This design comes from an exercise in tuning for small area on the open sky130 flow, not from production work.
For this run, only the layout was checked, not whether the RTL still works.
Power is estimated from default activity; no workload was simulated.

File: flow/constraint.sdc
create_clock -name core_clock -period 10.0 [get_ports {clk}]
set_input_delay 2.0000 -clock core_clock [delete_from_list [all_inputs] [get_ports {clk}]]
set_output_delay 2.0000 -clock core_clock [all_outputs]
set_load 0.01 [all_outputs]
File: flow/design.v
 module signextmux(
	 input [23:0] in,
	 input [1:0] select,
	 output reg[31:0] extVal);
	integer i;
	always @ (*) begin
	case(select)
	0 : begin
		extVal[7:0]=in[7:0];
		for(i=8;i<32;i=i+1) extVal[i]=in[7];
		end
	1 : begin
		extVal[11:0]=in[11:0];
		for(i=12;i<32;i=i+1) extVal[i]='b0;
		end
	2 : begin
		extVal[1:0]=2'b00;
		extVal[25:2]=in[23:0];
		for(i=26;i<32;i=i+1) extVal[i]=in[23];
		end
	default : extVal='h00000000;
	endcase
	end
endmodule
module register_1bit(
	input regin,
	input clk,
	input write,
	input reset,
	output reg regout);
	always @ (posedge clk,posedge reset)
	if(reset) begin
		regout<=0;
	end
	else if(write) begin
		regout<=regin;
	end
endmodule
module register(
	input[31:0] regin,
	input clk,
	input write,
	input reset,
	output reg[31:0] regout);
	always @ (posedge clk)
	if(reset)
		regout<='h0000;
	else if(write)
		regout<=regin;
endmodule
module decoder_4to16(
	input[3:0] in,
	output reg[15:0] out);
	always @ (*)
	case(in)
	0 : out='h0001;
	1 : out='h0002;
	2 : out='h0004;
	3 : out='h0008;
	4 : out='h0010;
	5 : out='h0020;
	6 : out='h0040;
	7 : out='h0080;
	8 : out='h0100;
	9 : out='h0200;
   10 : out='h0400;
   11 : out='h0800;
   12 : out='h1000;
   13 : out='h2000;
   14 : out='h4000;
   15 : out='h8000;
    endcase
endmodule
module registerfile(
	input[3:0] reg1,
	input[3:0] reg2,
	input[3:0] regdst,
	input[31:0] regsrc,
	input[31:0] newPc,
	input PCsv,
	input clk,
	input reset,
	input we,
	output[31:0] out1,
	output[31:0] out2,
	output[31:0] pc);
	wire[15:0] write;
	wire[31:0] registers [15:0];
	decoder_4to16 selecter(.in (regdst), .out (write));
	register register0 (.regin (regsrc), .write (write[0]&we), .clk (clk), .reset (reset), .regout (registers[0]));
	register register1 (.regin (regsrc), .write (write[1]&we), .clk (clk), .reset (reset), .regout (registers[1]));
	register register2 (.regin (regsrc), .write (write[2]&we), .clk (clk), .reset (reset), .regout (registers[2]));
	register register3 (.regin (regsrc), .write (write[3]&we), .clk (clk), .reset (reset), .regout (registers[3]));
	register register4 (.regin (regsrc), .write (write[4]&we), .clk (clk), .reset (reset), .regout (registers[4]));
	register register5 (.regin (regsrc), .write (write[5]&we), .clk (clk), .reset (reset), .regout (registers[5]));
	register register6 (.regin (regsrc), .write (write[6]&we), .clk (clk), .reset (reset), .regout (registers[6]));
	register register7 (.regin (regsrc), .write (write[7]&we), .clk (clk), .reset (reset), .regout (registers[7]));
	register register8 (.regin (regsrc), .write (write[8]&we), .clk (clk), .reset (reset), .regout (registers[8]));
	register register9 (.regin (regsrc), .write (write[9]&we), .clk (clk), .reset (reset), .regout (registers[9]));
	register register10 (.regin (regsrc), .write (write[10]&we), .clk (clk), .reset (reset), .regout (registers[10]));
	register register11 (.regin (regsrc), .write (write[11]&we), .clk (clk), .reset (reset), .regout (registers[11]));
	register register12 (.regin (regsrc), .write (write[12]&we), .clk (clk), .reset (reset), .regout (registers[12]));
	register register13 (.regin (regsrc), .write (write[13]&we), .clk (clk), .reset (reset), .regout (registers[13]));
	register register14 (.regin (registers[15]), .write (PCsv), .clk (clk), .reset (reset), .regout (registers[14]));
	register register15 (.regin (newPc), .write ('b1), .clk (clk), .reset (reset), .regout (registers[15]));
	assign out1=registers[reg1];
	assign out2=registers[reg2];
	assign pc=registers[15];
endmodule
module armreduced(
	input clk,
	input reset,
	output[31:0] pc,
	input[31:0] inst,
	input nIRQ,
	output [3:0] be,
	output[31:0] memaddr,
	output memwrite,
	output memread,
	output[31:0] writedata,
	input[31:0] readdata);
	wire [31:0] pc_reg, pc_next, pc_plus4, pc_branch;
	wire IRwrite,PCsave,regwrite,NZCVwrite;
	wire [1:0] regdst,regsrc,ALUsrcA,immsrc,ALUsrcB;
	wire [2:0] ALUop;
	wire [3:0] instop;
	wire regBdst;
	wire[31:0] imm;
	wire [3:0] ALUflags;
	wire [31:0] ALUresult,readA,readB;
	wire [3:0] RFdst [2:0];
	wire [31:0] RFsrc [3:0];
	wire [31:0] ALUnum1 [2:0];
	wire [31:0] ALUnum2 [3:0];
	wire [3:0] regBread [1:0];
	assign be = 4'b1111;
	wire[31:0] instructions;  
	wire[31:0] A,B;  
	wire[31:0] ALUout, B_MEM;  
	wire[31:0] ALUout_WB, B_WB, mdr;  
	reg n,v;
	wire z,c;
	reg setbubble;
	assign instructions = (setbubble == 1'b0) ? inst : 32'b00000000000000000000000000000000;
	register A_Register(.regin (readA), .write ('b1), .clk (clk), .reset (reset), .regout (A));
	register B_Register(.regin (readB), .write ('b1), .clk (clk), .reset (reset), .regout (B));
	register ALUoutRegister(.regin (ALUresult), .write ('b1), .clk (clk), .reset (reset), .regout (ALUout));
	register B_MEM_Register(.regin (B), .write ('b1), .clk (clk), .reset (reset), .regout (B_MEM));
	register MDR(.regin (readdata), .write ('b1), .clk (clk), .reset (reset), .regout (mdr));
	register B_WB_Register(.regin (B_MEM), .write ('b1), .clk (clk), .reset (reset), .regout (B_WB));
	register ALUout_WB_Register(.regin (ALUout), .write ('b1), .clk (clk), .reset (reset), .regout (ALUout_WB));
	register_1bit Z(.regin (ALUflags[2]), .reset (reset), .clk (clk), .write (NZCVwrite), .regout (z));
	register_1bit C(.regin (ALUflags[1]), .reset (reset), .clk (clk), .write (NZCVwrite), .regout (c));
	assign RFdst[0]=instructions[15:12];
	assign RFdst[1]=4'b1111;
	assign RFdst[2]=4'b1110;
	assign RFsrc[0]=mdr;
	assign RFsrc[1]=ALUout_WB;
	assign RFsrc[2]=ALUout;
	assign RFsrc[3]=B_WB;
	assign regBread[0]=instructions[3:0];
	assign regBread[1]=instructions[15:12];
	assign ALUnum1[0]=pc;
	assign ALUnum1[1]=A;
	assign ALUnum1[2]='h00000000;
	assign ALUnum2[0]='h00000004;
	assign ALUnum2[1]='h00000008;
	assign ALUnum2[2]=imm;
	assign ALUnum2[3]=B<<instructions[11:7];
	assign writedata=B_MEM;
	assign memaddr=ALUout;
	signalunit SignalControl(
		.clk (clk),
		.reset (reset),
		.flags (instructions[31:20]),
		.zero (z),
		.Mwrite (memwrite),
		.IRwrite (IRwrite),
		.PCsave (PCsave),
		.Mread (memread),
		.regwrite (regwrite),
		.regdst (regdst),
		.regsrc (regsrc),
		.ALUsrcA (ALUsrcA),
		.ALUsrcB (ALUsrcB),
		.ALUop (instop),
		.NZCVwrite (NZCVwrite),
		.immsrc (immsrc),
		.regbdst (regBdst));  
	registerfile RegisterFile(
		.reg1 (instructions[19:16]),
		.reg2 (regBread[regBdst]),
		.regdst (RFdst[regdst]),
		.regsrc (RFsrc[regsrc]),
		.newPc (pc_next),
		.PCsv (PCsave),
		.clk (clk),
		.reset (reset),
		.we (regwrite),
		.out1 (readA),
		.out2 (readB),
		.pc (pc_reg));
	signextmux Immidiate(instructions[23:0],immsrc,imm);
	ALUopdecoder ALUopDecoder(
		.instop (instop),
		.aluop (ALUop));
	ALU32bit ALU(
		.inpa (ALUnum1[ALUsrcA]),
		.inpb (ALUnum2[ALUsrcB]),
		.cin (c),
		.aluop (ALUop),
		.result (ALUresult),
		.negative (ALUflags[3]),
		.zero (ALUflags[2]),
		.cout (ALUflags[1]),
		.overflow (ALUflags[0]));
	assign pc = pc_reg;
	assign pc_plus4 = pc_reg + 32'd4;
    assign pc_branch = ALUresult;
    assign pc_next = (setbubble == 1'b0) ? pc_plus4 : pc_branch;
	always @(posedge clk or posedge reset) begin
		if (reset) begin
			setbubble <= 0;
		end else begin
			if (IRwrite == 0) begin
				setbubble <= 1;
			end else if (setbubble > 0) begin
				setbubble <= setbubble - 1;
			end
		end
	end
endmodule
module ArithUnit
(input[31:0] inpa,	input[31:0] inpb, input cin, input addsub, input carryop,	output[31:0] outp, output cout, output overflow);
	wire [32:0] temp;
  assign temp = addsub ? inpa+inpb+(carryop ? cin : 0) : inpa-inpb-(carryop? (cin ? 0 : 1) : 0);
  assign cout = temp[32];
  assign outp = temp[31:0];
  assign overflow = (inpa[31]^outp[31])&(inpb[31]^outp[31]);
endmodule
module ALUopdecoder(
 input[3:0] instop,
 output reg[2:0] aluop);
	always @ (*)
		case(instop)
		0 : aluop='b011;
		1 : aluop='b111;
		2 : aluop='b000;
		4 : aluop='b001;
		5 : aluop='b101;
		6 : aluop='b100;
		10 : aluop='b000;
		12 : aluop='b010;
		13 : aluop='b001;
		default : aluop='b000;
		endcase
endmodule 
module LogicUnit
(input[31:0] inpa, input[31:0] inpb, input andor, input xorop, output[31:0] outp);
  assign outp = xorop ? inpa^inpb : andor ? inpa&inpb : inpa|inpb;
endmodule
module ALU32bit
(input[31:0] inpa,	input[31:0] inpb,	input cin, input[2:0] aluop,	output[31:0] result, output negative, output zero, output cout, output overflow);
  wire[31:0] resultl;
  wire[31:0] resulta;
  wire carrya, overflowa;
  wire carryl = cin;
  wire overflowl = overflow; 
  wire al = aluop[1];  
  LogicUnit logicop(inpa,	inpb,	aluop[0], aluop[2],	resultl);
  ArithUnit arithop(inpa,	inpb,	cin, aluop[0], aluop[2],	resulta, carrya, overflowa);
  assign result = al ? resultl : resulta;
  assign negative = result[31];
  assign zero = (result=='h00000000) ? 'b1 : 'b0; 
  assign cout = al ? carryl : carrya;
  assign overflow = al ? overflowl : overflowa;
endmodule
module signalcontrol(
	input[11:0] flags,
	input zero,
  output reg [4:0] s1,  
	output reg [8:0] s2,  
	output reg [1:0] s3,  
	output reg [4:0] s4);  
 always @ (*) begin
  if(flags==12'b000000000000) begin  
    s1=5'b10000;
    s2=9'b000000000;
    s3=2'b00;
    s4=5'b00000;
  end
  else if((flags[11]&flags[10]&flags[9])||(flags[8]^zero)) begin
    if(flags[7]) begin  
      if(~flags[4]) begin  
        s1=5'b00100;
      end
      else begin  
        s1=5'b01100;
      end
      s2=9'b001001000;
      s3=2'b00;
      s4=5'b00000;
    end
    else if(flags[6]) begin  
      s1={4'b1001, (flags[0]==1 ? 1'b0 : 1'b1)};
      s2={2'b01,(flags[5]==1 ? 2'b11 : 2'b10),(flags[3]==1 ? 4'b0100 : 4'b0010),1'b0};
      if(~flags[0]) begin  
        s3=2'b10;
        s4=5'b00000;
      end
      else begin  
        s3=2'b01;
        s4=5'b10000;
      end 
    end
    else  
    case(flags[4:1])
      10 : begin  
        s1=5'b10000;
        s2={2'b01, (flags[5]==1 ? 2'b10 : 2'b11), 5'b00101};
        s3=2'b00;
        s4=5'b00000;
      end
      13 : begin  
        s1=5'b10000;
        s2={2'b10, (flags[5]==1 ? 2'b10 : 2'b11), 4'b0100 ,flags[0]};
        s3=2'b00;
        s4=5'b10001;
      end
      default : begin  
        s1=5'b10000;
        s2={2'b01, (flags[5]==1 ? 2'b10 : 2'b11), flags[4:0]};
        s3=2'b00;
        s4=5'b10001;
      end
    endcase
  end
  else begin  
    s1=5'b10000;
    s2=9'b000000000;
    s3=2'b00;
    s4=5'b00000;
  end
 end
endmodule 
module oneStep(
	input clk,
	input reset,
	input [11:0] new_flag,
	output reg[11:0] step1,
  output reg[11:0] step2,
  output reg[11:0] step3,
  output reg[11:0] step4);
  wire [11:0] stepB[3:0];
  assign stepB[3] = step3;
  assign stepB[2] = step2;
  assign stepB[1] = step1;
  assign stepB[0] = new_flag;
	always @ (posedge clk, posedge reset) begin
    if(reset) begin
      step1<=12'b000000000000;
      step2<=12'b000000000000;
      step3<=12'b000000000000;
      step4<=12'b000000000000;
    end
    else begin
      step4=stepB[3];
      step3=stepB[2];
      step2=stepB[1];
      step1=stepB[0];
    end
  end
endmodule
module signalunit
	(input clk,
	 input reset,
	 input[11:0] flags,
	 input zero,
	 output Mwrite,
	 output IRwrite,
   output PCsave,
	 output Mread,
	 output regwrite,
	 output[1:0] regdst,
	 output[1:0] regsrc,
	 output[1:0] ALUsrcA,
	 output[1:0] ALUsrcB,
	 output[3:0] ALUop,
	 output NZCVwrite,
	 output [1:0] immsrc,
	 output regbdst);
  wire [4:0] s_if;
  wire [8:0] s_alu;
  wire [1:0] s_mem;
  wire [4:0] s_wb;
  wire [11:0] stage1,stage2,stage3,stage4;
  oneStep Next_step(.clk (clk), .reset (reset), .new_flag (flags), .step1 (stage1), .step2(stage2), .step3(stage3), .step4(stage4));
  signalcontrol bring_if(.flags (stage1), .zero (zero), .s1 (s_if), .s2 (), .s3 (),.s4 ());
  signalcontrol bring_alu(.flags (stage2), .zero (zero), .s1 (), .s2 (s_alu), .s3 (),.s4 ()); 
  signalcontrol bring_mem(.flags (stage3), .zero (zero), .s1 (), .s2 (), .s3 (s_mem),.s4 ()); 
  signalcontrol bring_wb(.flags (stage4), .zero (zero), .s1 (), .s2 (), .s3 (),.s4 (s_wb)); 
  assign IRwrite=s_if[4];
  assign PCsave=s_if[3];
  assign immsrc=s_if[2:1];
  assign regbdst=s_if[0];
  assign ALUsrcA=s_alu[8:7];
  assign ALUsrcB=s_alu[6:5];
  assign ALUop=s_alu[4:1];
  assign NZCVwrite=s_alu[0];
  assign Mwrite=s_mem[1];
  assign Mread=s_mem[0];
  assign regwrite=s_wb[4];
  assign regdst=s_wb[3:2];
  assign regsrc=s_wb[1:0];
endmodule
File: flow/run.sh
#!/bin/bash
# synth_recipe.tcl (not shown) runs the flow's synth.tcl, then flattens the netlist and writes it again
# the make line also repeats each setting of config.mk as NAME=value (left out here)
make -C /OpenROAD-flow-scripts/flow DESIGN_CONFIG=/design/flow/config.mk WORK_HOME=/design/flow/orfs CLKGATE_MAP_FILE= SYNTH_SCRIPT=/design/flow/synth_recipe.tcl finish
File: flow/config.mk
export PLATFORM = sky130hd
export DESIGN_NAME = armreduced
export DESIGN_NICKNAME = armreduced
export VERILOG_FILES = /design/flow/design.v
export SDC_FILE = /design/flow/constraint.sdc
export NUM_CORES = 4
export LEC_CHECK = 0
export CAP_MARGIN = 20
export CORE_MARGIN = 2
export CORE_UTILIZATION = 45
export SLEW_MARGIN = 20
==> results.sh <==
export IMPL_synth_largest_area_cell="dfxtp_1"
export IMPL_cts_resized=0
export IMPL_antenna_found_initial=6
export IMPL_cts_setup_buffers=0
export IMPL_synth_top_area_share_pct=36.04
export IMPL_grt_max_degree=202
export IMPL_vdd_drop_max_v=0.0001230
export IMPL_fin_crit_ps=8332
export IMPL_clock_sinks=755
export IMPL_end_kind="flip-flop"
export IMPL_portBuffers=163
export IMPL_drc=0
export IMPL_holdCritStartpoint="SignalControl.Next_step.step1[2]"
export IMPL_start_util_pct=45.22
export IMPL_startpoint="inst[8]"
export IMPL_hp_class="reg -> reg"
export IMPL_critical_path_class="in -> reg"
export IMPL_cts_buffer_depth=3
export IMPL_async_flop_share_pct=6.755
export IMPL_wire_per_inst_um=29.46
export IMPL_synth_enable_flop_cells=0
export IMPL_arrival_ps=8920
export IMPL_crit_fanout=19
export IMPL_rows=108
export IMPL_dominantRegCellSynth="dfxtp_1"
export IMPL_fmax_mhz=120.0
export IMPL_root_buffer="clkbuf_16"
export IMPL_start_kind="input port"
export IMPL_first_pass_iters=7
export IMPL_fin_area_sq_um=44500
export IMPL_grt_pass1_wl_um=243300
export IMPL_postSynthCellCount=4592
export IMPL_seq_area_sq_um=15370
export IMPL_vias=37690
export IMPL_fp_dieH_um=298.8
export IMPL_core_sq_um=86480
export IMPL_setup_violations=0
export IMPL_seq_area_frac_synth_pct=39.30
export IMPL_cts_reportedPaths_clkPinSlew_ps=60
export IMPL_nNetsFinal=4726
export IMPL_holdPathEnd="SignalControl.Next_step.step2[2]"
export IMPL_die_w_um=298.8
export IMPL_skew_ps=26.03
export IMPL_gp_congestion=0.9914
export IMPL_cellPowerDensity_nw_per_um2=185.6
export IMPL_relSlewSlack_pct=17.70
export IMPL_grt_usage_pct=36.49
export IMPL_slew_viol_final=0
export IMPL_drtAntennaViolNets=0
export IMPL_worstHoldPathCells=0
export IMPL_rr_startpoint="SignalControl.Next_step.step2[2]"
export IMPL_ioPinCount=169
export IMPL_drive_gt1_share_pct=8.068
export IMPL_final_cells=5742
export IMPL_cap_viol_max_count=0
export IMPL_clk_latency_ps=660
export IMPL_hold_violations=0
export IMPL_post_synth_num_cell_types=95
export IMPL_rrSetupSlack_ps=2260
export IMPL_synth_avg_cell_area_sq_um=8.516
export IMPL_drt_iter0_drc=5557
export IMPL_hpwlAfterDp_um=103800
export IMPL_required_ps=10590
export IMPL_yosysMostFrequentCell="dfxtp_1"
export IMPL_rsz0062_at_grt="no"
export IMPL_htreeDepth=3
export IMPL_grt_ovfl_total=0
export IMPL_holdBufCountCts=0
export IMPL_status="timing/DRC/antenna clean"
export IMPL_wl_um=169200
export IMPL_via_per_inst=6.564
export IMPL_dpl_instance_area_sq_um=41770
export IMPL_setup_tns_ps=0
export IMPL_dpl_cell_count=5597
export IMPL_cts_buffers=83
export IMPL_synth_area_sq_um=39110
export IMPL_finalCritPeriodShare_pct=83.32
export IMPL_nFillCells=8266
export IMPL_multiInputGateArea_sq_um=21890
export IMPL_synthToLayoutAreaGrowth_pct=13.79
export IMPL_yosysWarnings=9
export IMPL_cts_tree="done"
export IMPL_hold_ws_ps=347.0
export IMPL_synthTopCellsByCount="dfxtp_1, nor2_1, a211oi_1"
export IMPL_tightest_slew_ps=1210
export IMPL_final_core_util_pct=51.45
export IMPL_rr_endpoint="Z.regout"
export IMPL_grt_pass1_vias=34890
export IMPL_dieArea_sq_um=89280
export IMPL_yosys_top_cells_area="dfxtp_1, a211oi_1, nor2_1"
export IMPL_leakage_nw=15.85
export IMPL_ff2ff_path_depth=23
export IMPL_synth_seq_cells=755
[how the worst max path moves through the flow]
stage | to | slack [ps] | depth (start not counted)
floorplan | C.regout | 2890 | 24
global placement | Z.regout | 1190 | 23
detailed placement | Z.regout | 1130 | 23
CTS | Z.regout | 1780 | 23
global route | Z.regout | 1340 | 21
finish | Z.regout | 1670 | 23
[critical path, cell delays in order]
cell and delay [ps]:
clkdlybuf4s50_1 570, nor2b_4 620, buf_4 420, nor2b_1 80, nor2_1 90, a21oi_1 100
mux2i_1 300, nor2_1 60, o21ai_0 430, inv_1 130, ha_1 490, ha_1 390
a211oi_1 310, o21bai_1 150, a22o_1 290, or3_1 530, a31oi_1 240, xnor2_1 120
a2111oi_2 660, and4bb_1 280, nand4_1 110, nor4_1 400, a21o_1 120
[power by group]
part / total, mW / switching, mW / internal [mW]
logic: 1.86 / 1.20 / 0.657
registers: 3.28 / 0.146 / 3.14
clock network: 3.11 / 1.27 / 1.84
[through the flow]
stage | power [mW] | setup slack (ps)
floorplan | 4.437 | 2886
global placement | 5.131 | 1189
detailed placement | 5.133 | 1127
CTS | 8.221 | 1781
global route | 8.519 | 1344
finish | 8.257 | 1668
[layer usage]
metal / GRT usage, % / wire [um]
met5: 0 / 0
met4: 16.81 / 8615
met3: 10.21 / 20130
met2: 54.45 / 71270
met1: 48.85 / 69140
[layout by cell type (no fill, tap or decap), types with 13 or more instances in the layout]
| cell | n |
|---|---|
| a31oi_1 | 37 |
| clkbuf_1 | 18 |
| mux2i_1 | 151 |
| o22ai_1 | 13 |
| nor2b_1 | 127 |
| dfxtp_1 | 704 |
| o211ai_1 | 28 |
| clkbuf_8 | 18 |
| clkdlybuf4s50_1 | 161 |
| o21a_1 | 18 |
| a221o_1 | 23 |
| a211oi_1 | 503 |
| a22oi_1 | 207 |
| a22o_1 | 75 |
| nand3_1 | 81 |
| and2_1 | 21 |
| nor2_4 | 35 |
| a222oi_1 | 42 |
| clkbuf_16 | 85 |
| a21o_1 | 25 |
| o221a_2 | 31 |
| a221oi_1 | 96 |
| nor2_1 | 658 |
| a21oi_1 | 180 |
| nor3_1 | 39 |
| and3_1 | 44 |
| nand2b_1 | 18 |
| o21ai_0 | 108 |
| xnor2_1 | 42 |
| xor2_1 | 29 |
| nand2_1 | 233 |
| nand4_1 | 57 |
| buf_4 | 120 |
| inv_1 | 129 |
| ha_1 | 128 |
| dfrtp_1 | 50 |
[cells by family after synthesis]
group | Yosys count | synth area share (%)
buffers and inverters | 569 | 5.718
other | 1 | 0.009590
AND/OR/NAND/NOR | 1399 | 16.34
multiplexers | 163 | 4.185
AO/OA/AOI/OAI | 1502 | 28.56
adder cells (fa/ha/maj) | 132 | 4.300
XOR/XNOR | 71 | 1.590
flip-flops | 755 | 39.30
[final cells by class]
class | count | share of cell area [%]
diodes | 1 | 0.005624
clock buffers | 121 | 5.489
clock inverters | 23 | 0.6327
inverters | 132 | 1.119
multi-input cells | 3271 | 49.20
flip-flops and latches | 755 | 34.55
well taps | 1155 | 3.248
repair buffers | 284 | 5.759

## port drivers added, routing unchanged
Ports are ideal in the flow. The routed layout listed here was re-timed in OpenROAD. Step 1 assumes that a clkbuf_16 drives the clock port and a buf_2 every other input. Step 2 also shifts input and output timing later by t, the mid clock arrival at the registers, as if the neighbouring blocks saw the same clock. Three values: ideal ports, drivers, drivers and shift; two values: the first two.
t (ns): 0.710
slack for setup (ns): 1.668 / 1.702 / 0.992
worst hold slack (ns): 0.347 / 0.347 / 0.347
worst register clock-pin slew, ns: 0.06 / 0.06
After both steps setup and hold are still met in this run. The setup slack of this run moves by +0.034 ns with the drivers and by -0.676 ns with both steps.
